This is an optimization exercise on Yosys and OpenROAD, whose aim is small area, a short achievable clock period and few clock cycles per item, not a production implementation.
At most, simulation tests tie the RTL to the original design; equivalence was not proved.
Function not checked in run 1: the RTL went through the layout flow alone.
Power figures rest on the tool's default switching activity, not on a simulated workload.

### design/flow/config.mk
export PLATFORM = sky130hd
export DESIGN_NAME = bcrypt_core
export DESIGN_NICKNAME = bcrypt_core
export VERILOG_FILES = /design/flow/design.v
export SDC_FILE = /design/flow/constraint.sdc
export NUM_CORES = 4
export LEC_CHECK = 0
export CAP_MARGIN = 30
export CORE_MARGIN = 2
export CORE_UTILIZATION = 20
export CTS_BUF_LIST = sky130_fd_sc_hd__clkbuf_4 sky130_fd_sc_hd__clkbuf_8
export SETUP_SLACK_MARGIN = 3
export SLEW_MARGIN = 40
### design/flow/constraint.sdc
create_clock -name core_clock -period 10.0 [get_ports {clk}]
set_input_delay 2.0000 -clock core_clock [delete_from_list [all_inputs] [get_ports {clk}]]
set_output_delay 2.0000 -clock core_clock [all_outputs]
set_load 0.01 [all_outputs]
### design/flow/design.v
module adder (A, B, result);
  parameter WIDTH = 32;
  input logic [WIDTH-1:0] A, B;
  output logic [WIDTH-1:0] result;
  assign result = A + B;
endmodule
module xorer (A, B, result);
  parameter WIDTH = 32;
  input logic [WIDTH-1:0] A, B;
  output logic [WIDTH-1:0] result;
  assign result = A ^ B;
endmodule
module xorer3 (A, B, C, result);
  parameter WIDTH = 32;
  input logic [WIDTH-1:0] A, B, C;
  output logic [WIDTH-1:0] result;
  assign result = A ^ B ^ C;
endmodule
module bcrypt_core (
  input  logic         clk,
  input  logic         reset_l,
  input  logic         start,
  input  logic [4:0]   cost,
  input  logic [127:0] salt,
  input  logic [575:0] key,
  output logic [31:0]  s_addr,
  output logic [3:0]   s_we,
  output logic [127:0] s_wdata,
  input  logic [127:0] s_rdata,
  output logic [191:0] hash,
  output logic         done
);
  localparam logic [575:0] PI_P = 576'h8979fb1b9216d5d9b54709173f84d5b5c97c50ddc0ac29b734e90c6cbe5466cf38d01377452821e6ec4e6c89082efa98299f31d0a40938220370734413198a2e85a308d3243f6a88;
  localparam logic [191:0] CTEXT = {32'h6f756274, 32'h63727944, 32'h64657253, 32'h65686f6c, 32'h65616e42, 32'h4f727068};
  localparam logic [1:0] PH_SALTED = 2'd0,   
                         PH_KEY    = 2'd1,   
                         PH_SALT   = 2'd2,   
                         PH_CTEXT  = 2'd3;   
  localparam logic [9:0] CNT_P0 = 10'd1015;  
  logic         busy, done_r;
  logic [4:0]   k;        
  logic         rot2;     
  logic [1:0]   phase;
  logic [9:0]   cnt;      
  logic [575:0] P;        
  logic [31:0]  l, r;     
  logic [63:0]  c1, c2;   
  wire in_exp  = (phase != PH_CTEXT);
  wire ppart   = in_exp & cnt[9];
  wire keyen   = in_exp & (cnt == CNT_P0) & ~rot2;
  wire salten  = (phase == PH_SALTED) & (k[4:1] == 4'd0) & ~rot2;
  wire k17     = (k == 5'd17);
  wire exp_end = in_exp & (cnt == 10'd511);
  wire ct_end  = (cnt == 10'd191);
  wire [31:0] iter_inc = {1'b0, c1[30:0]} + 32'd1;
  logic it_last;          
  logic [17:0] kh;
  always_comb
    for (int i = 0; i < 18; i++) kh[i] = (k == i);
  logic [31:0] kmux, pi_w;
  always_comb begin
    kmux = 32'h0;
    pi_w = 32'h0;
    for (int i = 0; i < 18; i++) begin
      kmux = kmux | ({32{kh[i]}} & key[32*i +: 32]);
      pi_w = pi_w | ({32{kh[i]}} & PI_P[32*i +: 32]);
    end
  end
  wire [1:0]  ssel = (phase == PH_SALT) ? k[1:0] : {~cnt[0], k[0]};
  wire [31:0] smux = salt[32*ssel +: 32];
  wire [31:0] kw    = (phase == PH_SALT) ? smux : kmux;
  wire [31:0] pv    = (keyen & (phase == PH_SALTED)) ? pi_w : P[31:0];
  wire [31:0] tailv = pv ^ (keyen ? kw : 32'h0);
  wire [31:0] head  = tailv ^ (salten ? smux : 32'h0);
  function automatic logic [31:0] ks_add(input logic [31:0] a, input logic [31:0] b);
    logic [31:0] p, g, pp, gg, pn, gn;
    p = a ^ b;
    g = a & b;
    pp = p;
    gg = g;
    for (int d = 1; d < 32; d = 2 * d) begin
      for (int i = 0; i < 32; i++) begin
        if (i >= d) begin
          gn[i] = gg[i] | (pp[i] & gg[i-d]);
          pn[i] = pp[i] & pp[i-d];
        end
        else begin
          gn[i] = gg[i];
          pn[i] = pp[i];
        end
      end
      pp = pn;
      gg = gn;
    end
    ks_add = p ^ {gg[30:0], 1'b0};
  endfunction
  wire [31:0] f_a = ks_add(s_rdata[31:0], s_rdata[63:32]);
  wire [31:0] f_x = f_a ^ s_rdata[95:64];
  wire [31:0] f   = ks_add(f_x, s_rdata[127:96]);
  wire [31:0] t   = r ^ head;
  wire        fen = (k != 5'd0);
  wire [31:0] l_next = t ^ (fen ? f : 32'h0);
  wire sw = busy & in_exp & ~cnt[9] & (k >= 5'd16);
  logic [31:0] a_alt, a_fx;
  logic [3:0]  use_f;
  always_comb begin
    a_fx = {f[7:0], f[15:8], f[23:16], f[31:24]} ^ {t[7:0], t[15:8], t[23:16], t[31:24]};
    a_alt = {t[7:0], t[15:8], t[23:16], t[31:24]};
    use_f = {4{fen}};
    s_we = 4'b0000;
    s_wdata = {4{l ^ ((k == 5'd16) ? P[63:32] : 32'h0)}};
    if (sw) begin
      s_we[cnt[8:7]] = 1'b1;
      use_f[cnt[8:7]] = 1'b0;
      a_alt[8*cnt[8:7] +: 8] = {cnt[6:0], k[0]};
    end
    for (int b = 0; b < 4; b++)
      s_addr[8*b +: 8] = use_f[b] ? a_fx[8*b +: 8] : a_alt[8*b +: 8];
  end
  assign hash = {l, r, c2, c1};
  assign done = done_r;
  wire [3:0] pidx = cnt[3:0] - 4'd7;
  wire [31:0] tail = (rot2 && k[4:1] == pidx) ? (k[0] ? l : r) : tailv;
  always_ff @(posedge clk)
    P <= {tail, P[575:32]};
  always_ff @(posedge clk)
    it_last <= iter_inc[cost];
  always_ff @(posedge clk) begin
    if (~reset_l) begin
      busy   <= 1'b0;
      done_r <= 1'b0;
    end
    else if (!busy) begin
      if (start) begin
        busy   <= 1'b1;
        done_r <= 1'b0;
        phase  <= PH_SALTED;
        cnt    <= CNT_P0;
        k      <= 5'd0;
        rot2   <= 1'b0;
        c1[30:0] <= 31'd0;
        r      <= 32'h0;
        l      <= 32'h0;
      end
    end
    else begin
      k <= k17 ? 5'd0 : k + 5'd1;
      if (rot2) begin
        if (k17) begin
          rot2 <= 1'b0;
          cnt  <= cnt + 10'd1;
        end
      end
      else if (!k17) begin
        l <= l_next;
        r <= l;
      end
      else if (phase == PH_CTEXT) begin
        cnt <= cnt + 10'd1;
        if (ct_end) begin
          r      <= t;
          busy   <= 1'b0;
          done_r <= 1'b1;
        end
        else begin
          r  <= c1[31:0];
          l  <= c1[63:32];
          c1 <= c2;
          c2 <= {l, t};
        end
      end
      else if (exp_end) begin
        cnt <= CNT_P0;
        r   <= 32'h0;
        l   <= 32'h0;
        if (phase == PH_SALT) begin
          if (it_last) begin
            phase <= PH_CTEXT;
            cnt   <= 10'd0;
            r     <= CTEXT[31:0];
            l     <= CTEXT[63:32];
            c1    <= CTEXT[127:64];
            c2    <= CTEXT[191:128];
          end
          else begin
            c1[30:0] <= iter_inc[30:0];
            phase <= PH_KEY;
          end
        end
        else
          phase <= phase + 2'd1;
      end
      else begin
        r <= t;
        if (ppart) rot2 <= 1'b1;
        else       cnt  <= cnt + 10'd1;
      end
    end
  end
endmodule
### design/flow/flow/run.sh
#!/bin/bash
# The standard layout, with the ports buffered by buf_1 cells.
set -euo pipefail
export BUFFER_PORTS_ARGS="-buffer_cell sky130_fd_sc_hd__buf_1"
bash standard.sh > standard.log 2>&1
### design/flow/standard.sh
#!/bin/bash
# synth_recipe.tcl (not shown) runs the flow's synth.tcl, then flattens the netlist and writes it again
# the make line also repeats each setting of config.mk as NAME=value (left out here)
make -C /OpenROAD-flow-scripts/flow DESIGN_CONFIG=/design/flow/config.mk WORK_HOME=/design/flow/orfs CLKGATE_MAP_FILE= SYNTH_SCRIPT=/design/flow/synth_recipe.tcl "${@:-finish}"
==> results of run 1 <==
[per-stage QoR]
step                      instances  setup slack, ns  instance area [um^2]  hold slack [ns]  total power (W)
after global placement         6625            0.812                 42200            0.310          0.00614
final                          7046             1.75                 48200            0.286          0.00951
after detailed placement       6634            0.809                 42500            0.312          0.00618
after global routing           7026             1.52                 48200            0.279          0.00984
after floorplan                3275             2.29                 35300            0.310          0.00499
after CTS                      6944             1.69                 47200            0.276          0.00936
[report_power, final]
group | leakage [nW] | internal [W] | switching (W)
clock | 1.33 | 0.00153 | 0.00127
sequential | 6.69 | 0.00355 | 0.000149
combinational | 9.13 | 0.00120 | 0.00181
[logic make-up after synthesis]
kind of cell	synth area share [%]
multiplexers	5.05
AO/OA/AOI/OAI	16.2
adder cells (fa/ha/maj)	2.72
AND/OR/NAND/NOR	11.1
XOR/XNOR	8.76
buffers and inverters	5.19
flip-flops	51.0
[cells in the final DEF (no fill, tap or decap), types with 14 or more instances in the layout]
cell / synthesis / layout
sky130_fd_sc_hd__xnor2_2: 36 / 57
sky130_fd_sc_hd__a211oi_1: 22 / 15
sky130_fd_sc_hd__nor2_2: 2 / 15
sky130_fd_sc_hd__buf_2: 52 / 18
sky130_fd_sc_hd__o21ai_0: 127 / 111
sky130_fd_sc_hd__edfxtp_1: 210 / 210
sky130_fd_sc_hd__and3_1: 57 / 54
sky130_fd_sc_hd__xor2_1: 92 / 83
sky130_fd_sc_hd__a22o_1: 27 / 27
sky130_fd_sc_hd__nor3_1: 42 / 33
sky130_fd_sc_hd__diode_2: 0 / 55
sky130_fd_sc_hd__o21ai_1: 47 / 45
sky130_fd_sc_hd__a221oi_1: 74 / 64
sky130_fd_sc_hd__clkbuf_8: 0 / 142
sky130_fd_sc_hd__mux2i_1: 81 / 81
sky130_fd_sc_hd__clkbuf_4: 0 / 35
sky130_fd_sc_hd__xnor2_1: 189 / 148
sky130_fd_sc_hd__a22oi_1: 130 / 116
sky130_fd_sc_hd__nor2_1: 211 / 187
sky130_fd_sc_hd__ha_1: 73 / 51
sky130_fd_sc_hd__buf_4: 113 / 229
sky130_fd_sc_hd__inv_1: 43 / 40
sky130_fd_sc_hd__buf_6: 11 / 40
sky130_fd_sc_hd__buf_1: 12 / 1163
sky130_fd_sc_hd__a21o_1: 27 / 27
sky130_fd_sc_hd__a21oi_1: 195 / 159
sky130_fd_sc_hd__nand2b_1: 57 / 53
sky130_fd_sc_hd__buf_12: 0 / 14
sky130_fd_sc_hd__nand3_1: 47 / 45
sky130_fd_sc_hd__o22ai_1: 39 / 37
sky130_fd_sc_hd__a221o_1: 15 / 15
sky130_fd_sc_hd__dfxtp_1: 579 / 579
sky130_fd_sc_hd__nand4_1: 30 / 30
sky130_fd_sc_hd__xnor2_4: 1 / 21
sky130_fd_sc_hd__mux4_2: 37 / 37
sky130_fd_sc_hd__a22oi_2: 0 / 14
sky130_fd_sc_hd__nand2_1: 249 / 240
sky130_fd_sc_hd__a21oi_2: 1 / 33
[layout make-up]
cell class	instances	share of cell area [%]
Sequential cell	789	37.1
Tap cell	2325	6.03
Inverter	46	0.382
Multi-Input combinational cell	2154	36.0
Timing Repair Buffer	1478	15.0
Clock buffer	175	4.54
Antenna cell	55	0.286
Clock inverter	24	0.662
[critical path: stages]
cell and delay [ns]:
sky130_fd_sc_hd__buf_6 0.10, sky130_fd_sc_hd__ha_4 0.16, sky130_fd_sc_hd__fa_2 0.34, sky130_fd_sc_hd__a21o_1 0.16
sky130_fd_sc_hd__a21o_1 0.19, sky130_fd_sc_hd__o21ai_4 0.17, sky130_fd_sc_hd__buf_12 0.14, sky130_fd_sc_hd__o2bb2ai_4 0.14
sky130_fd_sc_hd__a31oi_4 0.12, sky130_fd_sc_hd__a21oi_2 0.19, sky130_fd_sc_hd__o21ai_2 0.08, sky130_fd_sc_hd__or4_4 0.49
sky130_fd_sc_hd__a31o_1 0.20, sky130_fd_sc_hd__a21oi_2 0.12, sky130_fd_sc_hd__xnor2_1 0.14, sky130_fd_sc_hd__ha_2 0.33
sky130_fd_sc_hd__or4b_4 0.51, sky130_fd_sc_hd__nand4_1 0.18, sky130_fd_sc_hd__xnor2_2 0.10, sky130_fd_sc_hd__a22oi_2 0.19
sky130_fd_sc_hd__buf_2 0.18
[cells in the mapped netlist (81+ instances only)]
| master | n | area share (%) |
|---|---|---|
| sky130_fd_sc_hd__nor2_1 | 211 | 2.3 |
| sky130_fd_sc_hd__a22oi_1 | 130 | 2.8 |
| sky130_fd_sc_hd__xnor2_1 | 189 | 4.7 |
| sky130_fd_sc_hd__xor2_1 | 92 | 2.3 |
| sky130_fd_sc_hd__nand2_1 | 249 | 2.7 |
| sky130_fd_sc_hd__dfxtp_1 | 579 | 33 |
| sky130_fd_sc_hd__a21oi_1 | 195 | 2.8 |
| sky130_fd_sc_hd__buf_4 | 113 | 2.4 |
| sky130_fd_sc_hd__edfxtp_1 | 210 | 18 |
| sky130_fd_sc_hd__o21ai_0 | 127 | 1.8 |
| sky130_fd_sc_hd__mux2i_1 | 81 | 2.3 |
| sky130_fd_sc_hd__clkbuf_1 | 99 | 1.1 |
[flip-flops by register name, summed over array words and instances, names as in the netlist]
register  flops
l            32
it_last       1
c2           64
r            32
phase         2
P           576
k             5
c1           64
busy          1
done_r        1
rot2          1
cnt          10
[metal layers]
layer,wire (um),global-route usage [%]
met4,16200,15.4
met1,91200,29.8
met2,126000,47.2
met3,18600,6.18
met5,258,0
[how the worst max path moves through the flow]
stage,from,endpoint,cells past startpoint
after floorplan,s_rdata[0],s_addr[6],20
after global placement,s_rdata[1],s_addr[7],22
after detailed placement,s_rdata[1],s_addr[7],22
after CTS,s_rdata[32],s_addr[6],21
after global routing,s_rdata[32],s_addr[7],23
final,s_rdata[32],s_addr[6],21
[timing repair]
item / CTS / global route
setup buffers: 107 / 47
hold buffers: 0 / 0
resized for setup: 247 / 95
endpoints found under the setup margin: 32 / 32
pin swaps: 112 / 86
cloned: 4 / 0
==> run summary, run 1 <==
# TYPE chip_impl_metric gauge
chip_impl_metric{name="routed_wire_length_per_instance",unit="um"} 35.8
chip_impl_metric{name="dp_hpwl",unit="mm"} 204
chip_impl_metric{name="critical_path_arrival",unit="ns"} 6.25
chip_impl_info{name="type_of_the_worst_setup_path",value="input pin to output pin"} 1
chip_impl_metric{name="grt_max_degree",unit=""} 83
chip_impl_metric{name="layout_worst_path_cycle_share",unit="%"} 82.5
chip_impl_info{name="r2r-start",value="k[3]"} 1
chip_impl_metric{name="cts_max_path_buffers",unit=""} 3
chip_impl_metric{name="place.gp.congestion",unit=""} 0.926
chip_impl_info{name="hold_path_class",value="flip-flop to flip-flop"} 1
chip_impl_metric{name="grt_pass1_vias",unit=""} 32968
chip_impl_metric{name="slew_violations",unit=""} 0
chip_impl_metric{name="synth_area",unit="um^2"} 35100
chip_impl_info{name="outcome",value="timing/DRC/antenna clean"} 1
chip_impl_metric{name="flop_and_latch_count_out_of_synthesis",unit=""} 789
chip_impl_info{name="r2r-end",value="l[13]"} 1
chip_impl_metric{name="grt_antenna_before_repair",unit=""} 130
chip_impl_metric{name="share_of_cells_above_drive_strength_1",unit="%"} 19.0
chip_impl_info{name="setup_repair_after_global_routing_missed_its_margin",value="true"} 1
chip_impl_metric{name="postSynthCellCount",unit=""} 3275
chip_impl_metric{name="synth-async-reset-ratio",unit="%"} 0
chip_impl_metric{name="dr.pass1.iters",unit=""} 6
chip_impl_info{name="clock_tree_from_tritoncts",value="yes"} 1
chip_impl_metric{name="fp.dieW",unit="um"} 423
chip_impl_metric{name="initial_core_util",unit="%"} 20.2
chip_impl_metric{name="synth_nets",unit=""} 4190
chip_impl_metric{name="peak_clock_frequency_supported_by_timing",unit="MHz"} 121
chip_impl_metric{name="number_of_violations_of_the_max_capacitance_limit",unit=""} 0
chip_impl_metric{name="finalNetCount",unit=""} 5492
chip_impl_metric{name="route.vias.total",unit=""} 34202
chip_impl_metric{name="finalWorstPathRequiredPeriod",unit="ns"} 8.25
chip_impl_metric{name="timing.final.setup_violations",unit=""} 0
chip_impl_metric{name="static-leakage-power",unit="nW"} 17.2
chip_impl_info{name="timing.hold.worst.start",value="P[135]"} 1
chip_impl_metric{name="drc",unit=""} 0
chip_impl_metric{name="postRouteAntennaNets",unit=""} 0
chip_impl_metric{name="synth-edff-count",unit=""} 210
chip_impl_metric{name="fin_tns_setup",unit="ns"} 0
chip_impl_metric{name="initialDrtViolationCount",unit=""} 3331
chip_impl_metric{name="min_delay_path_depth",unit=""} 0
chip_impl_info{name="endpoint_kind",value="output pin"} 1
chip_impl_metric{name="clkLatencyLatePin",unit="ns"} 0.81
chip_impl_metric{name="via_per_inst",unit=""} 4.85
chip_impl_metric{name="global_route.usage.total",unit="%"} 26.9
chip_impl_metric{name="num_rows",unit=""} 153
chip_impl_info{name="critical_path.startpoint_type",value="input pin"} 1
chip_impl_metric{name="maxSlewHeadroom",unit="%"} 34.8
chip_impl_metric{name="port_buffers",unit=""} 1196
chip_impl_metric{name="chipHeight",unit="um"} 423
chip_impl_metric{name="num-fill-cells",unit=""} 18638
chip_impl_info{name="cts-root-buf",value="sky130_fd_sc_hd__clkbuf_8"} 1
chip_impl_metric{name="critPathRequiredTime",unit="ns"} 8.00
chip_impl_metric{name="crit_fanout",unit=""} 5
chip_impl_metric{name="seq_area",unit="um^2"} 17900
chip_impl_metric{name="pwr_per_cell_area",unit="nW/um^2"} 197
chip_impl_metric{name="worst_ir_drop_vdd",unit="uV"} 104
chip_impl_metric{name="clkTransAtPathRegs",unit="ns"} 0.07
chip_impl_metric{name="final_util",unit="%"} 27.7
chip_impl_metric{name="numClockSinks",unit=""} 789
chip_impl_metric{name="layout-area-overhead-vs-synth",unit="%"} 37.3
chip_impl_metric{name="ys_types",unit=""} 98
chip_impl_metric{name="design.die.area",unit="um^2"} 179000
chip_impl_metric{name="skew",unit="ns"} 0.0803
chip_impl_metric{name="report.final.hold_viol_count",unit=""} 0
chip_impl_metric{name="multi_input_area",unit="um^2"} 17400
chip_impl_metric{name="synth_seq_area_share",unit="%"} 51.0
chip_impl_metric{name="clock_tree.htree_level_count",unit=""} 3
chip_impl_metric{name="grt_first_pass_wirelength",unit="mm"} 320
chip_impl_info{name="worst_hold_path.endpoint",value="P[103]"} 1
chip_impl_metric{name="drt_wl_total",unit="mm"} 252
chip_impl_metric{name="grt_overflow_total",unit=""} 0
chip_impl_metric{name="worst_pin_slew",unit="ns"} 0.977
chip_impl_metric{name="cts_buffers",unit=""} 108
chip_impl_metric{name="yosys_warnings",unit=""} 1
chip_impl_info{name="ys_dominant_reg_cell",value="sky130_fd_sc_hd__dfxtp_1"} 1
chip_impl_metric{name="syn_avg_cell_area",unit="um^2"} 10.7
chip_impl_metric{name="i_o_pin_count",unit=""} 1197
chip_impl_metric{name="r2r_setup_slack",unit="ns"} 4.77
chip_impl_metric{name="coreArea",unit="um^2"} 174000
chip_impl_metric{name="reg2reg_depth",unit=""} 12
==> inputs of run 2 (changes only) <==
--- a/design/flow/design.v
+++ b/design/flow/design.v
@@ -40,5 +40,4 @@
   logic         busy, done_r;
   logic [4:0]   k;        
-  logic         rot2;     
   logic [1:0]   phase;
   logic [9:0]   cnt;      
@@ -48,6 +47,9 @@
   wire in_exp  = (phase != PH_CTEXT);
   wire ppart   = in_exp & cnt[9];
-  wire keyen   = in_exp & (cnt == CNT_P0) & ~rot2;
-  wire salten  = (phase == PH_SALTED) & (k[4:1] == 4'd0) & ~rot2;
+  wire keyen   = in_exp & (cnt == CNT_P0);
+  wire salten  = (phase == PH_SALTED) & (k[4:1] == 4'd0);
+  wire pfix    = in_exp & ((cnt[9:3] == 7'h7f) | (cnt == 10'd0));
+  wire [3:0] pidx = cnt[3:0] - 4'd8;
+  wire byp     = pfix & (k[4:1] == pidx);
   wire k17     = (k == 5'd17);
   wire exp_end = in_exp & (cnt == 10'd511);
@@ -70,5 +72,10 @@
   wire [31:0] smux = salt[32*ssel +: 32];
   wire [31:0] kw    = (phase == PH_SALT) ? smux : kmux;
-  wire [31:0] pv    = (keyen & (phase == PH_SALTED)) ? pi_w : P[31:0];
+  logic [31:0] pv;
+  always_comb begin
+    pv = P[31:0];
+    if (keyen & (phase == PH_SALTED)) pv = pi_w;
+    if (byp) pv = k[0] ? c2[63:32] : c2[31:0];
+  end
   wire [31:0] tailv = pv ^ (keyen ? kw : 32'h0);
   wire [31:0] head  = tailv ^ (salten ? smux : 32'h0);
@@ -109,5 +116,5 @@
     use_f = {4{fen}};
     s_we = 4'b0000;
-    s_wdata = {4{l ^ ((k == 5'd16) ? P[63:32] : 32'h0)}};
+    s_wdata = {4{l ^ ((k == 5'd16) ? ((cnt == 10'd0) ? c2[63:32] : P[63:32]) : 32'h0)}};
     if (sw) begin
       s_we[cnt[8:7]] = 1'b1;
@@ -120,8 +127,6 @@
   assign hash = {l, r, c2, c1};
   assign done = done_r;
-  wire [3:0] pidx = cnt[3:0] - 4'd7;
-  wire [31:0] tail = (rot2 && k[4:1] == pidx) ? (k[0] ? l : r) : tailv;
   always_ff @(posedge clk)
-    P <= {tail, P[575:32]};
+    P <= {tailv, P[575:32]};
   always_ff @(posedge clk)
     it_last <= iter_inc[cost];
@@ -138,5 +143,4 @@
         cnt    <= CNT_P0;
         k      <= 5'd0;
-        rot2   <= 1'b0;
         c1[30:0] <= 31'd0;
         r      <= 32'h0;
@@ -146,11 +150,5 @@
     else begin
       k <= k17 ? 5'd0 : k + 5'd1;
-      if (rot2) begin
-        if (k17) begin
-          rot2 <= 1'b0;
-          cnt  <= cnt + 10'd1;
-        end
-      end
-      else if (!k17) begin
+      if (!k17) begin
         l <= l_next;
         r <= l;
@@ -192,7 +190,7 @@
       end
       else begin
-        r <= t;
-        if (ppart) rot2 <= 1'b1;
-        else       cnt  <= cnt + 10'd1;
+        r   <= t;
+        cnt <= cnt + 10'd1;
+        if (ppart) c2 <= {l, t};
       end
     end
--- a/design/flow/config.mk
+++ b/design/flow/config.mk
@@ -9,5 +9,7 @@
 export CORE_MARGIN = 2
 export CORE_UTILIZATION = 20
-export CTS_BUF_LIST = sky130_fd_sc_hd__clkbuf_4 sky130_fd_sc_hd__clkbuf_8
+export CTS_CLUSTER_DIAMETER = 100
+export CTS_CLUSTER_SIZE = 24
+export PLACE_DENSITY = 0.75
 export SETUP_SLACK_MARGIN = 3
 export SLEW_MARGIN = 40
==> run 2 against run 1 <==
  * Cell count down 3.6%
  * Core utilization down 1.3 points
  * Clock power down 37%
  * Area after synthesis down 1.2%
  * Power down 14%
  * Combinational power down 4%
  * Highest routed layer unchanged
==> run summary, run 2 <==
# TYPE chip_impl_metric gauge
chip_impl_metric{name="maxSlewHeadroom",unit="%"} 36.2
chip_impl_info{name="reg_top3",value="P: 576 flops, c1: 64 flops, c2: 64 flops"} 1
chip_impl_info{name="setup_repair_after_global_routing_missed_its_margin",value="true"} 1
chip_impl_info{name="register_with_the_most_flip_flops",value="P"} 1
chip_impl_metric{name="clkTransAtPathRegs",unit="ns"} 0.10
chip_impl_metric{name="crit_fanout",unit=""} 3
chip_impl_metric{name="fin_tns_setup",unit="ns"} 0
chip_impl_metric{name="timing.final.setup_violations",unit=""} 0
chip_impl_metric{name="num_rows",unit=""} 152
chip_impl_metric{name="synth_seq_area_share",unit="%"} 51.5
chip_impl_metric{name="slew_violations",unit=""} 0
chip_impl_info{name="outcome",value="timing/DRC/antenna clean"} 1
chip_impl_info{name="layout.cells.most_common",value="sky130_fd_sc_hd__buf_1"} 1
chip_impl_metric{name="number_of_violations_of_the_max_capacitance_limit",unit=""} 0
chip_impl_info{name="cts-root-buf",value="sky130_fd_sc_hd__clkbuf_16"} 1
chip_impl_metric{name="peak_clock_frequency_supported_by_timing",unit="MHz"} 117
chip_impl_info{name="synth_area_leaders",value="sky130_fd_sc_hd__dfxtp_1, sky130_fd_sc_hd__edfxtp_1, sky130_fd_sc_hd__xnor2_1, sky130_fd_sc_hd__xor2_1, sky130_fd_sc_hd__a22oi_1"} 1
chip_impl_metric{name="min_delay_path_depth",unit=""} 0
chip_impl_info{name="critical_path.startpoint_type",value="input pin"} 1
chip_impl_metric{name="global_route.usage.total",unit="%"} 26.6
chip_impl_metric{name="finalNonFillerCells",unit=""} 6792
chip_impl_metric{name="pwr_per_cell_area",unit="nW/um^2"} 180
chip_impl_metric{name="flop_and_latch_count_out_of_synthesis",unit=""} 788
chip_impl_info{name="ys_dominant_reg_cell",value="sky130_fd_sc_hd__dfxtp_1"} 1
chip_impl_metric{name="ctsHoldBuffers",unit=""} 0
chip_impl_metric{name="layout_worst_path_cycle_share",unit="%"} 85.7
chip_impl_metric{name="place_inst",unit=""} 6612
chip_impl_metric{name="design.die.area",unit="um^2"} 177000
chip_impl_metric{name="place.gp.congestion",unit=""} 0.982
chip_impl_metric{name="clkLatencyLatePin",unit="ns"} 0.62
chip_impl_metric{name="grt_max_degree",unit=""} 65
chip_impl_metric{name="grt_overflow_total",unit=""} 0
chip_impl_metric{name="synth-edff-count",unit=""} 209
chip_impl_metric{name="via_per_inst",unit=""} 4.99
chip_impl_metric{name="report.final.hold_viol_count",unit=""} 0
chip_impl_metric{name="i_o_pin_count",unit=""} 1197
chip_impl_metric{name="port_buffers",unit=""} 1196
chip_impl_metric{name="largest_reg_flops",unit=""} 576
chip_impl_metric{name="ys_types",unit=""} 88
chip_impl_metric{name="finalNetCount",unit=""} 5354
chip_impl_metric{name="fp.dieW",unit="um"} 420
chip_impl_metric{name="grt_pass1_vias",unit=""} 31889
chip_impl_metric{name="static-leakage-power",unit="nW"} 16.1
chip_impl_info{name="timing.hold.worst.start",value="P[115]"} 1
chip_impl_info{name="r2r-start",value="k[2]"} 1
chip_impl_metric{name="finalWorstPathRequiredPeriod",unit="ns"} 8.57
chip_impl_info{name="synth_most_common_cell",value="sky130_fd_sc_hd__dfxtp_1"} 1
chip_impl_metric{name="coreArea",unit="um^2"} 172000
chip_impl_metric{name="synth_area",unit="um^2"} 34700
chip_impl_metric{name="critPathRequiredTime",unit="ns"} 8.00
chip_impl_info{name="clock_tree_from_tritoncts",value="yes"} 1
chip_impl_metric{name="routed_wire_length_per_instance",unit="um"} 36.5
chip_impl_metric{name="numClockSinks",unit=""} 788
chip_impl_metric{name="initial_core_util",unit="%"} 20.2
chip_impl_info{name="worst_hold_path.endpoint",value="P[83]"} 1
chip_impl_metric{name="drt_wl_total",unit="mm"} 248
chip_impl_metric{name="cts_buffers",unit=""} 38
chip_impl_info{name="post-synth-top-area-cell",value="sky130_fd_sc_hd__dfxtp_1"} 1
chip_impl_metric{name="layout-area-overhead-vs-synth",unit="%"} 30.9
chip_impl_metric{name="clock_tree.htree_level_count",unit=""} 2
chip_impl_metric{name="initialDrtViolationCount",unit=""} 3943
chip_impl_metric{name="syn_avg_cell_area",unit="um^2"} 10.6
chip_impl_metric{name="dr.pass1.iters",unit=""} 9
chip_impl_info{name="hold_path_class",value="flip-flop to flip-flop"} 1
chip_impl_metric{name="cts_max_path_buffers",unit=""} 3
chip_impl_info{name="type_of_the_worst_setup_path",value="input pin to output pin"} 1
chip_impl_metric{name="skew",unit="ns"} 0.0487
chip_impl_metric{name="share_of_cells_above_drive_strength_1",unit="%"} 13.9
chip_impl_metric{name="route.vias.total",unit=""} 33910
chip_impl_metric{name="synth_nets",unit=""} 4186
chip_impl_metric{name="yosys_warnings",unit=""} 1
chip_impl_metric{name="grt_antenna_before_repair",unit=""} 70
chip_impl_metric{name="synth.top_cell.area_share",unit="%"} 33.4
chip_impl_metric{name="postSynthCellCount",unit=""} 3269
chip_impl_metric{name="worst_pin_slew",unit="ns"} 0.947
chip_impl_metric{name="dp_hpwl",unit="mm"} 203
chip_impl_info{name="final_cell_mix",value="sky130_fd_sc_hd__buf_1, sky130_fd_sc_hd__dfxtp_1, sky130_fd_sc_hd__nand2_1, sky130_fd_sc_hd__edfxtp_1, sky130_fd_sc_hd__buf_4"} 1
chip_impl_info{name="endpoint_kind",value="output pin"} 1
chip_impl_metric{name="postRouteAntennaNets",unit=""} 0
chip_impl_metric{name="r2r_setup_slack",unit="ns"} 4.78
chip_impl_info{name="r2r-end",value="l[19]"} 1
chip_impl_info{name="netlist_top_cells_count",value="sky130_fd_sc_hd__dfxtp_1, sky130_fd_sc_hd__nand2_1, sky130_fd_sc_hd__edfxtp_1"} 1
chip_impl_metric{name="drc",unit=""} 0
chip_impl_metric{name="grt_first_pass_wirelength",unit="mm"} 308
chip_impl_metric{name="chipHeight",unit="um"} 420
chip_impl_metric{name="critical_path_arrival",unit="ns"} 6.57
chip_impl_metric{name="worst_ir_drop_vdd",unit="uV"} 117
chip_impl_metric{name="synth-async-reset-ratio",unit="%"} 0
chip_impl_metric{name="reg2reg_depth",unit=""} 15
## run 2: area by class of cell
type | count | area [um^2]
multi-input cells | 2121 | 16600
well taps | 2310 | 2890
fillers | 18301 | 127000
repair buffers | 1415 | 6610
inverters | 73 | 274
flip-flops and latches | 788 | 17900
clock inverters | 2 | 28.8
clock buffers | 56 | 1060
diodes | 27 | 67.6
## run 2: cell families after synthesis
logic type | after synthesis | share of synthesized area [%]
compound gates | 837 | 16.8
xor+xnor | 320 | 8.29
fa+ha+maj | 77 | 2.82
buf+inv | 360 | 5.14
flops | 788 | 51.5
mux | 105 | 4.53
simple gates | 782 | 10.9
## run 2: worst max-delay path by stage
stage,startpoint,endpoint,slack (ns),depth (start not counted)
finish,s_rdata[32],s_addr[7],1.43,25
global route,s_rdata[32],s_addr[7],1.25,26
CTS,s_rdata[32],s_addr[6],1.33,25
detailed placement,s_rdata[0],s_addr[6],1.05,25
global placement,s_rdata[0],s_addr[7],1.07,26
floorplan,s_rdata[0],s_addr[7],1.92,22
## run 2: timing repair
action | 4_1_cts | 5_1_grt
gates resized for setup | 162 | 75
cloned | 1 | 0
pin swaps | 86 | 82
setup buffers | 56 | 36
endpoints found under the setup margin | 32 | 32
## run 2: report_power, final
part	internal (W)	total (W)	switching [W]
logic	0.00111	0.00288	0.00177
registers	0.00343	0.00354	0.000113
clock network	0.000749	0.00177	0.00102
## run 2: through the flow
| stage | util [%] | setup WS, ns | power (W) | hold slack [ns] | instance area, um^2 |
|---|---|---|---|---|---|
| 4_1_cts | 26.0 | 1.33 | 0.00802 | 0.318 | 44700 |
| 3_3_place_gp | 24.4 | 1.07 | 0.00594 | 0.310 | 41900 |
| 5_1_grt | 26.4 | 1.25 | 0.00842 | 0.321 | 45400 |
| 3_5_place_dp | 24.6 | 1.05 | 0.00598 | 0.312 | 42300 |
| 2_1_floorplan | - | 1.92 | 0.00476 | 0.310 | 34900 |
| 6_report | 26.4 | 1.43 | 0.00819 | 0.319 | 45400 |
## run 2: metal layers
layer | vias to the layer above | global-route usage (%) | share of wire (%)
li1 | 14161 | - | -
met1 | 16803 | 29.6 | 36
met2 | 2361 | 44.9 | 48
met3 | 555 | 7.04 | 9.0
met4 | 30 | 16.8 | 7.5
met5 | - | 0.333 | 0.10
## run 2: critical path, stage by stage
cell	delay (ns)
sky130_fd_sc_hd__buf_6	0.10
sky130_fd_sc_hd__ha_4	0.15
sky130_fd_sc_hd__fa_2	0.34
sky130_fd_sc_hd__a21o_1	0.16
sky130_fd_sc_hd__a21o_1	0.19
sky130_fd_sc_hd__a21o_1	0.19
sky130_fd_sc_hd__o31ai_2	0.18
sky130_fd_sc_hd__nand2b_1	0.12
sky130_fd_sc_hd__a21o_1	0.19
sky130_fd_sc_hd__a21o_1	0.16
sky130_fd_sc_hd__buf_4	0.15
sky130_fd_sc_hd__xnor2_4	0.13
sky130_fd_sc_hd__ha_4	0.30
sky130_fd_sc_hd__inv_1	0.04
sky130_fd_sc_hd__a211oi_2	0.21
sky130_fd_sc_hd__a221oi_4	0.11
sky130_fd_sc_hd__a221o_2	0.41
sky130_fd_sc_hd__a211o_4	0.38
sky130_fd_sc_hd__a21oi_4	0.14
sky130_fd_sc_hd__or3_1	0.13
sky130_fd_sc_hd__a21oi_2	0.05
sky130_fd_sc_hd__xnor3_2	0.27
sky130_fd_sc_hd__xnor2_2	0.17
sky130_fd_sc_hd__a21oi_2	0.17
sky130_fd_sc_hd__buf_6	0.14
Testbench counts of run 2, summed over its fixed seeds: cycles 681,180, hashes 18.
==> inputs of run 3 (changes only) <==
--- a/design/flow/config.mk
+++ b/design/flow/config.mk
@@ -9,7 +9,5 @@
 export CORE_MARGIN = 2
 export CORE_UTILIZATION = 20
-export CTS_CLUSTER_DIAMETER = 100
-export CTS_CLUSTER_SIZE = 24
-export PLACE_DENSITY = 0.75
+export CTS_BUF_LIST = sky130_fd_sc_hd__clkbuf_4 sky130_fd_sc_hd__clkbuf_8
 export SETUP_SLACK_MARGIN = 3
 export SLEW_MARGIN = 40
==> run 3 against run 2 <==
  * Design area is 4.0% higher
  * Sequential cell count is the same
  * Still clean on timing, DRC and antenna
  * Critical path type unchanged
  * Via count rose by 1.4%
==> run summary, run 3 <==
# TYPE chip_impl_metric gauge
chip_impl_metric{name="synth_seq_area_share",unit="%"} 51.5
chip_impl_info{name="clock_tree_from_tritoncts",value="yes"} 1
chip_impl_metric{name="timing.final.setup_violations",unit=""} 0
chip_impl_metric{name="clock_tree.htree_level_count",unit=""} 3
chip_impl_metric{name="peak_clock_frequency_supported_by_timing",unit="MHz"} 115
chip_impl_metric{name="yosys.area_share.xor_xnor",unit="%"} 8.29
chip_impl_metric{name="postSynthCellCount",unit=""} 3269
chip_impl_metric{name="maxSlewHeadroom",unit="%"} 41.2
chip_impl_metric{name="synth-edff-count",unit=""} 209
chip_impl_info{name="endpoint_kind",value="output pin"} 1
chip_impl_metric{name="cts_max_path_buffers",unit=""} 3
chip_impl_metric{name="critical_path_arrival",unit="ns"} 6.72
chip_impl_metric{name="cts_buffers",unit=""} 112
chip_impl_metric{name="num_rows",unit=""} 152
chip_impl_metric{name="synth-compound-area-share",unit="%"} 16.8
chip_impl_metric{name="r2r_setup_slack",unit="ns"} 4.85
chip_impl_metric{name="dr.pass1.iters",unit=""} 5
chip_impl_info{name="critical_path.startpoint_type",value="input pin"} 1
chip_impl_info{name="netlist_top_cells_count",value="sky130_fd_sc_hd__dfxtp_1, sky130_fd_sc_hd__nand2_1, sky130_fd_sc_hd__edfxtp_1"} 1
chip_impl_metric{name="ctsHoldBuffers",unit=""} 0
chip_impl_metric{name="finalWorstPathRequiredPeriod",unit="ns"} 8.72
chip_impl_metric{name="pwr_per_cell_area",unit="nW/um^2"} 194
chip_impl_metric{name="p_int",unit="W"} 0.00606
chip_impl_metric{name="synth_nets",unit=""} 4186
chip_impl_info{name="cts-root-buf",value="sky130_fd_sc_hd__clkbuf_8"} 1
chip_impl_metric{name="fp.dieW",unit="um"} 420
chip_impl_info{name="outcome",value="timing/DRC/antenna clean"} 1
chip_impl_metric{name="slew_violations",unit=""} 0
chip_impl_metric{name="switchingPower",unit="W"} 0.00311
chip_impl_metric{name="p_seq_share",unit="%"} 38.8
chip_impl_metric{name="grt_pass1_vias",unit=""} 32484
chip_impl_info{name="post-synth-top-area-cell",value="sky130_fd_sc_hd__dfxtp_1"} 1
chip_impl_metric{name="synth-async-reset-ratio",unit="%"} 0
chip_impl_metric{name="number_of_violations_of_the_max_capacitance_limit",unit=""} 0
chip_impl_metric{name="worst_pin_slew",unit="ns"} 0.882
chip_impl_metric{name="syn_avg_cell_area",unit="um^2"} 10.6
chip_impl_info{name="final_cell_mix",value="sky130_fd_sc_hd__buf_1, sky130_fd_sc_hd__dfxtp_1, sky130_fd_sc_hd__nand2_1, sky130_fd_sc_hd__edfxtp_1, sky130_fd_sc_hd__buf_4"} 1
chip_impl_metric{name="report.final.hold_viol_count",unit=""} 0
chip_impl_metric{name="crit_fanout",unit=""} 3
chip_impl_info{name="type_of_the_worst_setup_path",value="input pin to output pin"} 1
chip_impl_metric{name="fin_tns_setup",unit="ns"} 0
chip_impl_metric{name="synth_fa_ha_area_share",unit="%"} 2.82
chip_impl_metric{name="num-fill-cells",unit=""} 18452
chip_impl_metric{name="clkTransAtPathRegs",unit="ns"} 0.07
chip_impl_metric{name="route.vias.total",unit=""} 34388
chip_impl_info{name="setup_repair_after_global_routing_missed_its_margin",value="true"} 1
chip_impl_metric{name="clkLatencyLatePin",unit="ns"} 0.78
chip_impl_metric{name="coreArea",unit="um^2"} 172000
chip_impl_metric{name="critPathRequiredTime",unit="ns"} 8.00
chip_impl_metric{name="share_of_cells_above_drive_strength_1",unit="%"} 17.6
chip_impl_metric{name="place.gp.congestion",unit=""} 0.970
chip_impl_metric{name="skew",unit="ns"} 0.0391
chip_impl_metric{name="synth_area",unit="um^2"} 34700
chip_impl_metric{name="switching_share",unit="%"} 33.9
chip_impl_metric{name="finalNetCount",unit=""} 5442
chip_impl_metric{name="layout_worst_path_cycle_share",unit="%"} 87.2
chip_impl_metric{name="flop_and_latch_count_out_of_synthesis",unit=""} 788
chip_impl_info{name="synth_area_leaders",value="sky130_fd_sc_hd__dfxtp_1, sky130_fd_sc_hd__edfxtp_1, sky130_fd_sc_hd__xnor2_1, sky130_fd_sc_hd__xor2_1, sky130_fd_sc_hd__a22oi_1"} 1
chip_impl_metric{name="dp_hpwl",unit="mm"} 215
chip_impl_metric{name="via_per_inst",unit=""} 4.92
chip_impl_metric{name="chipHeight",unit="um"} 420
chip_impl_metric{name="synth_mux_area_share",unit="%"} 4.53
chip_impl_metric{name="global_route.usage.total",unit="%"} 28.2
chip_impl_info{name="main_combinational_cell_family_by_area_after_synthesis",value="compound AO/OA/AOI/OAI gates"} 1
chip_impl_metric{name="grt_antenna_before_repair",unit=""} 138
chip_impl_info{name="layout.cells.most_common",value="sky130_fd_sc_hd__buf_1"} 1
chip_impl_metric{name="postRouteAntennaNets",unit=""} 0
chip_impl_info{name="hold_path_class",value="flip-flop to flip-flop"} 1
chip_impl_info{name="register_with_the_most_flip_flops",value="P"} 1
chip_impl_metric{name="largest_reg_flops",unit=""} 576
chip_impl_metric{name="initial_core_util",unit="%"} 20.2
chip_impl_metric{name="synthesized_area_fraction_occupied_by_and_or_nand_nor_cells",unit="%"} 10.9
chip_impl_metric{name="combinationalPowerShare",unit="%"} 30.5
chip_impl_metric{name="numClockSinks",unit=""} 788
chip_impl_info{name="ys_dominant_reg_cell",value="sky130_fd_sc_hd__dfxtp_1"} 1
chip_impl_metric{name="worst_ir_drop_vdd",unit="uV"} 110
chip_impl_metric{name="layout-area-overhead-vs-synth",unit="%"} 36.1
chip_impl_metric{name="ys_types",unit=""} 88
chip_impl_metric{name="power.clock.fraction",unit="%"} 30.7
chip_impl_metric{name="grt_overflow_total",unit=""} 0
chip_impl_metric{name="static-leakage-power",unit="nW"} 17.1
chip_impl_metric{name="synth.top_cell.area_share",unit="%"} 33.4
chip_impl_metric{name="grt_max_degree",unit=""} 65
chip_impl_info{name="reg_top3",value="P: 576 flops, c1: 64 flops, c2: 64 flops"} 1
chip_impl_metric{name="i_o_pin_count",unit=""} 1197
chip_impl_metric{name="grt_first_pass_wirelength",unit="mm"} 324
chip_impl_metric{name="finalNonFillerCells",unit=""} 6986
chip_impl_metric{name="routed_wire_length_per_instance",unit="um"} 37.5
chip_impl_metric{name="place_inst",unit=""} 6601
chip_impl_metric{name="port_buffers",unit=""} 1196
chip_impl_metric{name="design.die.area",unit="um^2"} 177000
chip_impl_metric{name="drt_wl_total",unit="mm"} 262
chip_impl_metric{name="yosys_warnings",unit=""} 1
chip_impl_metric{name="initialDrtViolationCount",unit=""} 4016
chip_impl_metric{name="drc",unit=""} 0
chip_impl_info{name="synth_most_common_cell",value="sky130_fd_sc_hd__dfxtp_1"} 1
-- run 3: cell types whose count changed in the layout (fill, tap and decap cells not counted), sizes merged, moves of 3 or more --
cell	previous run	this run
buf	1412	1426
bufinv	0	3
clkbuf	58	178
clkinv	0	24
diode	27	57
inv	75	78
-- run 3: per-layer routing --
metal / vias to the layer above / track usage, % / routed length, um
met5: - / 0 / 350
met4: 54 / 19.5 / 18800
met3: 541 / 6.43 / 21100
met2: 2206 / 47.8 / 129000
met1: 17136 / 31.3 / 93000
li1: 14451 / - / -
-- run 3: worst max-delay path, stage by stage --
cell and delay [ns]:
sky130_fd_sc_hd__buf_8 0.10, sky130_fd_sc_hd__ha_4 0.15, sky130_fd_sc_hd__fa_2 0.34, sky130_fd_sc_hd__a21o_1 0.16, sky130_fd_sc_hd__a21o_1 0.20, sky130_fd_sc_hd__a211oi_4 0.33
sky130_fd_sc_hd__nor3_4 0.07, sky130_fd_sc_hd__nor2_2 0.13, sky130_fd_sc_hd__a21oi_2 0.05, sky130_fd_sc_hd__and2_4 0.18, sky130_fd_sc_hd__o21a_1 0.17, sky130_fd_sc_hd__nor2_2 0.11
sky130_fd_sc_hd__xnor2_1 0.15, sky130_fd_sc_hd__ha_1 0.31, sky130_fd_sc_hd__buf_6 0.15, sky130_fd_sc_hd__a211oi_4 0.27, sky130_fd_sc_hd__and3b_2 0.24, sky130_fd_sc_hd__a211o_4 0.16
sky130_fd_sc_hd__a21oi_4 0.06, sky130_fd_sc_hd__or3_4 0.37, sky130_fd_sc_hd__a21oi_2 0.15, sky130_fd_sc_hd__xnor3_2 0.35, sky130_fd_sc_hd__xnor2_2 0.18, sky130_fd_sc_hd__a21oi_2 0.15
sky130_fd_sc_hd__buf_4 0.15
-- run 3: path summary, 6_finish.rpt --
| check | from | to | cells past startpoint |
|---|---|---|---|
| max reg2reg | k[0] | l[31] | 14 |
| max | s_rdata[32] | s_addr[7] | 25 |
| min | P[151] | P[119] | 0 |
| min reg2reg | P[151] | P[119] | 0 |
-- run 3: cell type report --
type                    count  area, um^2  area share [%]
flip-flops and latches    788       17900            37.8
multi-input cells        2121       16800            35.6
repair buffers           1429        6690            14.2
well taps                2310        2890            6.12
clock buffers             175        2220            4.70
clock inverters            33         305           0.646
inverters                  73         285           0.604
diodes                     57         143           0.302
-- run 3: stage by stage --
stage          area [um^2]  worst slack [ns]  total power (W)  util, %  hold WS [ns]
3_5_place_dp         42100             0.799          0.00589     24.5         0.312
5_1_grt              47200              1.02          0.00949     27.4         0.297
4_1_cts              46300              1.24          0.00903     26.9         0.297
3_3_place_gp         41900             0.860          0.00588     24.3         0.310
6_report             47200              1.28          0.00917     27.5         0.296
2_1_floorplan        34900              1.92          0.00476        -         0.310
-- run 3: power by group through the flow --
stage	Clock, W	Sequential (W)	Combinational [W]
final	0.00282	0.00356	0.00280
after global routing	0.00298	0.00356	0.00295
after CTS	0.00284	0.00356	0.00264
after detailed placement	0	0.00363	0.00226
after global placement	0	0.00363	0.00226
after floorplan	0	0.00356	0.00120
-- run 3: repair_timing --
item | CTS | global route
pin swaps | 97 | 90
hold endpoints to repair | 0 | 0
endpoints found under the setup margin | 33 | 32
resized for setup | 210 | 104
setup buffers | 85 | 35
-- run 3: cell families (layout without fill, tap and decap cells) --
family                     count (synthesis)  count (layout)
adders and majority gates                 77              77
buffers and inverters                    360            1710
muxes                                    105             105
and+or+nand+nor                          782             782
AOI/OAI and AO/OA                        837             837
xor gates and xnor gates                 320             320
DFF                                      788             788
other                                      0              57
==> inputs of run 4 (changes only) <==
--- a/design/flow/design.v
+++ b/design/flow/design.v
@@ -80,37 +80,16 @@
   wire [31:0] tailv = pv ^ (keyen ? kw : 32'h0);
   wire [31:0] head  = tailv ^ (salten ? smux : 32'h0);
-  function automatic logic [31:0] ks_add(input logic [31:0] a, input logic [31:0] b);
-    logic [31:0] p, g, pp, gg, pn, gn;
-    p = a ^ b;
-    g = a & b;
-    pp = p;
-    gg = g;
-    for (int d = 1; d < 32; d = 2 * d) begin
-      for (int i = 0; i < 32; i++) begin
-        if (i >= d) begin
-          gn[i] = gg[i] | (pp[i] & gg[i-d]);
-          pn[i] = pp[i] & pp[i-d];
-        end
-        else begin
-          gn[i] = gg[i];
-          pn[i] = pp[i];
-        end
-      end
-      pp = pn;
-      gg = gn;
-    end
-    ks_add = p ^ {gg[30:0], 1'b0};
-  endfunction
-  wire [31:0] f_a = ks_add(s_rdata[31:0], s_rdata[63:32]);
+  wire [31:0] f_a = s_rdata[31:0] + s_rdata[63:32];
   wire [31:0] f_x = f_a ^ s_rdata[95:64];
-  wire [31:0] f   = ks_add(f_x, s_rdata[127:96]);
+  wire [31:0] f   = f_x + s_rdata[127:96];
   wire [31:0] t   = r ^ head;
   wire        fen = (k != 5'd0);
   wire [31:0] l_next = t ^ (fen ? f : 32'h0);
   wire sw = busy & in_exp & ~cnt[9] & (k >= 5'd16);
-  logic [31:0] a_alt, a_fx;
+  logic [31:0] a_alt, a_f, a_t;
   logic [3:0]  use_f;
   always_comb begin
-    a_fx = {f[7:0], f[15:8], f[23:16], f[31:24]} ^ {t[7:0], t[15:8], t[23:16], t[31:24]};
+    a_f = {f[7:0], f[15:8], f[23:16], f[31:24]};
+    a_t = {t[7:0], t[15:8], t[23:16], t[31:24]};
     a_alt = {t[7:0], t[15:8], t[23:16], t[31:24]};
     use_f = {4{fen}};
@@ -123,5 +102,5 @@
     end
     for (int b = 0; b < 4; b++)
-      s_addr[8*b +: 8] = use_f[b] ? a_fx[8*b +: 8] : a_alt[8*b +: 8];
+      s_addr[8*b +: 8] = (a_f[8*b +: 8] & {8{use_f[b]}}) ^ (use_f[b] ? a_t[8*b +: 8] : a_alt[8*b +: 8]);
   end
   assign hash = {l, r, c2, c1};
--- a/design/flow/config.mk
+++ b/design/flow/config.mk
@@ -9,5 +9,7 @@
 export CORE_MARGIN = 2
 export CORE_UTILIZATION = 20
-export CTS_BUF_LIST = sky130_fd_sc_hd__clkbuf_4 sky130_fd_sc_hd__clkbuf_8
+export CTS_CLUSTER_DIAMETER = 100
+export CTS_CLUSTER_SIZE = 24
+export PLACE_DENSITY = 0.75
 export SETUP_SLACK_MARGIN = 3
 export SLEW_MARGIN = 40
==> run 4 against run 3 <==
  * Area after synthesis up 4.3%
  * Routed wire length rose by 7.4%
  * Via count increased by 2.5%
  * Count of clock-buffer cells in the layout is 120 lower
  * Critical path depth shrank 3
  * Non-clock buffer count rose by 19
  * Power down 9.7%
  * Critical endpoint unchanged
  * Combinational power up 3%
  * Clock power down 35%
  * Worst setup slack better by 0.50 ns
  * Register-to-register slack gained 0.04 ns
==> run summary, run 4 <==
# TYPE chip_impl_metric gauge
chip_impl_info{name="ys_dominant_reg_cell",value="sky130_fd_sc_hd__dfxtp_1"} 1
chip_impl_metric{name="ctsHoldBuffers",unit=""} 0
chip_impl_info{name="endpoint_kind",value="output pin"} 1
chip_impl_info{name="synth_area_leaders",value="sky130_fd_sc_hd__dfxtp_1, sky130_fd_sc_hd__edfxtp_1, sky130_fd_sc_hd__xor2_1, sky130_fd_sc_hd__a22oi_1, sky130_fd_sc_hd__xnor2_1"} 1
chip_impl_metric{name="design.die.area",unit="um^2"} 184000
chip_impl_metric{name="grt_antenna_before_repair",unit=""} 175
chip_impl_metric{name="dr.pass1.iters",unit=""} 8
chip_impl_info{name="synth_most_common_cell",value="sky130_fd_sc_hd__dfxtp_1"} 1
chip_impl_info{name="hold_path_class",value="flip-flop to flip-flop"} 1
chip_impl_metric{name="share_of_cells_above_drive_strength_1",unit="%"} 16.0
chip_impl_info{name="outcome",value="timing/DRC/antenna clean"} 1
chip_impl_metric{name="i_o_pin_count",unit=""} 1197
chip_impl_metric{name="peak_clock_frequency_supported_by_timing",unit="MHz"} 122
chip_impl_metric{name="cts_max_path_buffers",unit=""} 3
chip_impl_info{name="worst_setup_path_endpoint",value="s_addr[7]"} 1
chip_impl_info{name="final_cell_mix",value="sky130_fd_sc_hd__buf_1, sky130_fd_sc_hd__dfxtp_1, sky130_fd_sc_hd__nand2_1, sky130_fd_sc_hd__buf_4, sky130_fd_sc_hd__edfxtp_1"} 1
chip_impl_metric{name="initial_core_util",unit="%"} 20.1
chip_impl_info{name="r2r-start",value="k[4]"} 1
chip_impl_metric{name="numClockSinks",unit=""} 788
chip_impl_metric{name="fin_tns_setup",unit="ns"} 0
chip_impl_metric{name="worst_pin_slew",unit="ns"} 0.988
chip_impl_info{name="register_with_the_most_flip_flops",value="P"} 1
chip_impl_metric{name="skew",unit="ns"} 0.0438
chip_impl_info{name="reg_top3",value="P: 576 flops, c1: 64 flops, c2: 64 flops"} 1
chip_impl_metric{name="power.clock.fraction",unit="%"} 22.2
chip_impl_metric{name="synth_nets",unit=""} 4312
chip_impl_metric{name="cts_buffers",unit=""} 39
chip_impl_metric{name="initialDrtViolationCount",unit=""} 4545
chip_impl_info{name="setup_repair_after_global_routing_missed_its_margin",value="true"} 1
chip_impl_metric{name="crit_fanout",unit=""} 4
chip_impl_metric{name="cp_slowest_stage_delay",unit="ns"} 0.40
chip_impl_metric{name="total_power",unit="W"} 0.00828
chip_impl_metric{name="finalHoldWorstSlack",unit="ns"} 0.315
chip_impl_metric{name="finalNetCount",unit=""} 5498
chip_impl_metric{name="synth-edff-count",unit=""} 209
chip_impl_info{name="cts-root-buf",value="sky130_fd_sc_hd__clkbuf_16"} 1
chip_impl_metric{name="p_seq_share",unit="%"} 42.9
chip_impl_metric{name="global_route.usage.total",unit="%"} 29.2
chip_impl_metric{name="r2r_setup_slack",unit="ns"} 4.89
chip_impl_metric{name="postSynthCellCount",unit=""} 3395
chip_impl_metric{name="layout_worst_path_cycle_share",unit="%"} 82.2
chip_impl_info{name="critPathLaunch",value="s_rdata[32]"} 1
chip_impl_info{name="crit_slowest_cell",value="sky130_fd_sc_hd__ha_1"} 1
chip_impl_metric{name="synth_seq_area_share",unit="%"} 49.4
chip_impl_metric{name="switchingPower",unit="W"} 0.00294
chip_impl_metric{name="grt_first_pass_wirelength",unit="mm"} 352
chip_impl_metric{name="combinationalPowerShare",unit="%"} 34.9
chip_impl_metric{name="routed_wire_length_per_instance",unit="um"} 40.0
chip_impl_info{name="netlist_top_cells_count",value="sky130_fd_sc_hd__dfxtp_1, sky130_fd_sc_hd__nand2_1, sky130_fd_sc_hd__edfxtp_1"} 1
chip_impl_metric{name="grt_pass1_vias",unit=""} 33432
chip_impl_info{name="post-synth-top-area-cell",value="sky130_fd_sc_hd__dfxtp_1"} 1
chip_impl_metric{name="reg2reg_depth",unit=""} 13
chip_impl_metric{name="ys_types",unit=""} 114
chip_impl_metric{name="critPathRequiredTime",unit="ns"} 8.00
chip_impl_info{name="r2r-end",value="l[18]"} 1
chip_impl_metric{name="pwr_per_cell_area",unit="nW/um^2"} 176
chip_impl_metric{name="place.gp.congestion",unit=""} 0.994
chip_impl_metric{name="synth-async-reset-ratio",unit="%"} 0
chip_impl_metric{name="fp.dieW",unit="um"} 429
chip_impl_metric{name="synth.top_cell.area_share",unit="%"} 32.0
chip_impl_metric{name="drc",unit=""} 0
chip_impl_metric{name="number_of_violations_of_the_max_capacitance_limit",unit=""} 0
chip_impl_metric{name="clkTransAtPathRegs",unit="ns"} 0.10
chip_impl_metric{name="timing.final.setup_violations",unit=""} 0
chip_impl_metric{name="yosys_warnings",unit=""} 1
chip_impl_metric{name="port_buffers",unit=""} 1196
chip_impl_info{name="timing.hold.worst.start",value="P[339]"} 1
chip_impl_metric{name="syn_avg_cell_area",unit="um^2"} 10.7
chip_impl_info{name="critical_path.startpoint_type",value="input pin"} 1
chip_impl_metric{name="synth_area",unit="um^2"} 36200
chip_impl_metric{name="clock_tree.htree_level_count",unit=""} 2
chip_impl_metric{name="worst_ir_drop_vdd",unit="uV"} 137
chip_impl_metric{name="num_rows",unit=""} 156
chip_impl_metric{name="coreArea",unit="um^2"} 180000
chip_impl_metric{name="postRouteAntennaNets",unit=""} 0
chip_impl_metric{name="grt_max_degree",unit=""} 57
chip_impl_metric{name="largest_reg_flops",unit=""} 576
chip_impl_metric{name="grt_overflow_total",unit=""} 0
chip_impl_metric{name="clkLatencyLatePin",unit="ns"} 0.66
chip_impl_info{name="type_of_the_worst_setup_path",value="input pin to output pin"} 1
chip_impl_metric{name="flop_and_latch_count_out_of_synthesis",unit=""} 788
chip_impl_metric{name="slew_violations",unit=""} 0
chip_impl_metric{name="layout-area-overhead-vs-synth",unit="%"} 30.3
chip_impl_metric{name="chipHeight",unit="um"} 429
chip_impl_metric{name="via_per_inst",unit=""} 5.02
chip_impl_info{name="layout.cells.most_common",value="sky130_fd_sc_hd__buf_1"} 1
chip_impl_metric{name="critical_path_arrival",unit="ns"} 6.22
chip_impl_metric{name="static-leakage-power",unit="nW"} 16.4
chip_impl_metric{name="dp_hpwl",unit="mm"} 237
chip_impl_metric{name="route.vias.total",unit=""} 35264
chip_impl_metric{name="switching_share",unit="%"} 35.5
chip_impl_metric{name="report.final.hold_viol_count",unit=""} 0
chip_impl_info{name="clock_tree_from_tritoncts",value="yes"} 1
chip_impl_metric{name="maxSlewHeadroom",unit="%"} 33.7
chip_impl_info{name="crit_path_cell_trace",value="buf_6, ha_4, fa_2, a21o_1, a21oi_2, o21ai_2, a21o_1, and2_4, buf_4, xnor2_1, ha_1, inv_1, nor4_4, and4_4, a211o_1, a21oi_2, a211oi_4, xnor2_2, xnor2_2, and4_1, nor3_2, buf_4"} 1
chip_impl_metric{name="drt_wl_total",unit="mm"} 281
chip_impl_metric{name="finalWorstPathRequiredPeriod",unit="ns"} 8.22
chip_impl_metric{name="p_int",unit="W"} 0.00534
==> run 4: cell types whose count changed after synthesis, moves of 24 or more <==
cell and change:
sky130_fd_sc_hd__a22oi_1 +24, sky130_fd_sc_hd__a21oi_1 +42, sky130_fd_sc_hd__o21ai_1 +25, sky130_fd_sc_hd__xnor2_1 -52
sky130_fd_sc_hd__buf_6 +31, sky130_fd_sc_hd__or2_2 -24, sky130_fd_sc_hd__clkbuf_1 -31
==> run 4: per-stage QoR <==
step,instance area [um^2],cells,setup slack (ns),util (%)
2_1_floorplan,36400,3395,2.27,-
3_3_place_gp,43100,6787,1.16,23.9
3_5_place_dp,43400,6798,1.13,24.1
4_1_cts,46400,6950,1.61,25.8
5_1_grt,47100,7006,1.55,26.1
6_report,47100,7030,1.78,26.2
==> run 4: power by group through the flow <==
stage	registers, W	logic [W]	clock network (W)
floorplan	0.00356	0.00126	0
global placement	0.00362	0.00226	0
detailed placement	0.00363	0.00228	0
CTS	0.00355	0.00276	0.00185
global route	0.00356	0.00303	0.00195
finish	0.00355	0.00289	0.00184
==> run 4: logic make-up (layout without fill, tap and decap cells) <==
kind of cell | count (synthesis) | in the layout | synth area share [%]
XOR/XNOR | 317 | 317 | 8.54
AO/OA/AOI/OAI | 918 | 918 | 17.3
multiplexers | 124 | 124 | 4.83
flip-flops | 788 | 788 | 49.4
AND/OR/NAND/NOR | 807 | 807 | 11.4
adder cells (fa/ha/maj) | 77 | 77 | 2.70
buffers and inverters | 364 | 1569 | 5.84
other | 0 | 60 | 0
==> run 4: metal layers <==
metal	wire length (um)	track usage, %	share of wire [%]
met4	20900	17.6	7.4
met2	143000	53.1	51
met5	264	0	0.094
met1	94400	30.6	34
met3	22500	6.54	8.0
==> run 4: worst max-delay path: cells and delay by family <==
kind	cells	cell delay, ns
adders and majority gates	3	0.89
buffers and inverters	4	0.54
xor gates and xnor gates	3	0.43
AOI/OAI and AO/OA	7	1.21
and+or+nand+nor	5	1.15
==> run 4: how the worst min path moves through the flow <==
stage | cells after the start | endpoint
after global placement | 0 | P[270]
final | 0 | P[307]
after floorplan | 0 | P[100]
after global routing | 0 | P[369]
after CTS | 0 | P[307]
after detailed placement | 0 | P[196]
==> run 4: layout make-up <==
class                      instances  area [um^2]
clock buffer                      55         1060
clock inverter                     5          113
timing repair buffer            1448         6720
sequential                       788        17900
multi-input combinational       2243        18000
antenna                           60          150
fill                           19170       133000
inverter                          61          229
tap                             2370         2970
==> run 4: what timing repair did <==
action                     4_1_cts  5_1_grt
resized for setup              245       78
pin swaps                      123       86
buffers inserted                92       20
setup endpoints to repair       32       31
Testbench counts of run 4, summed over its fixed seeds: cycles 681,180, hashes 18.

[what the ideal ports hide]
In the flow no input, the clock included, has a driving cell. The finished layouts below were timed again as built, in two steps. Step 1, drivers: a clkbuf_16 drives clk and a buf_2 each remaining input, both assumed. Step 2 moves the port delays by t, midway between the first and last clock arrival at a register: inputs arrive t later, outputs are due t later. That takes back most of the time a late clock gives input paths. Three values: no drivers, after step 1, after step 2; two values: the first two.
run	t (ns)	setup slack, ns	slew at the worst register clock pin (ns)
run 1	0.863	1.753 / 1.715 / 1.715	0.08 / 0.08
run 2	0.699	1.425 / 1.391 / 1.391	0.12 / 0.12
run 3	0.850	1.282 / 1.243 / 1.243	0.07 / 0.07
run 4	0.727	1.780 / 1.737 / 1.737	0.12 / 0.12
After both steps setup and hold are still met in every run listed. For run 4, which loses most, drivers alone change the setup slack by -0.043 ns; drivers and shift together by -0.043 ns.
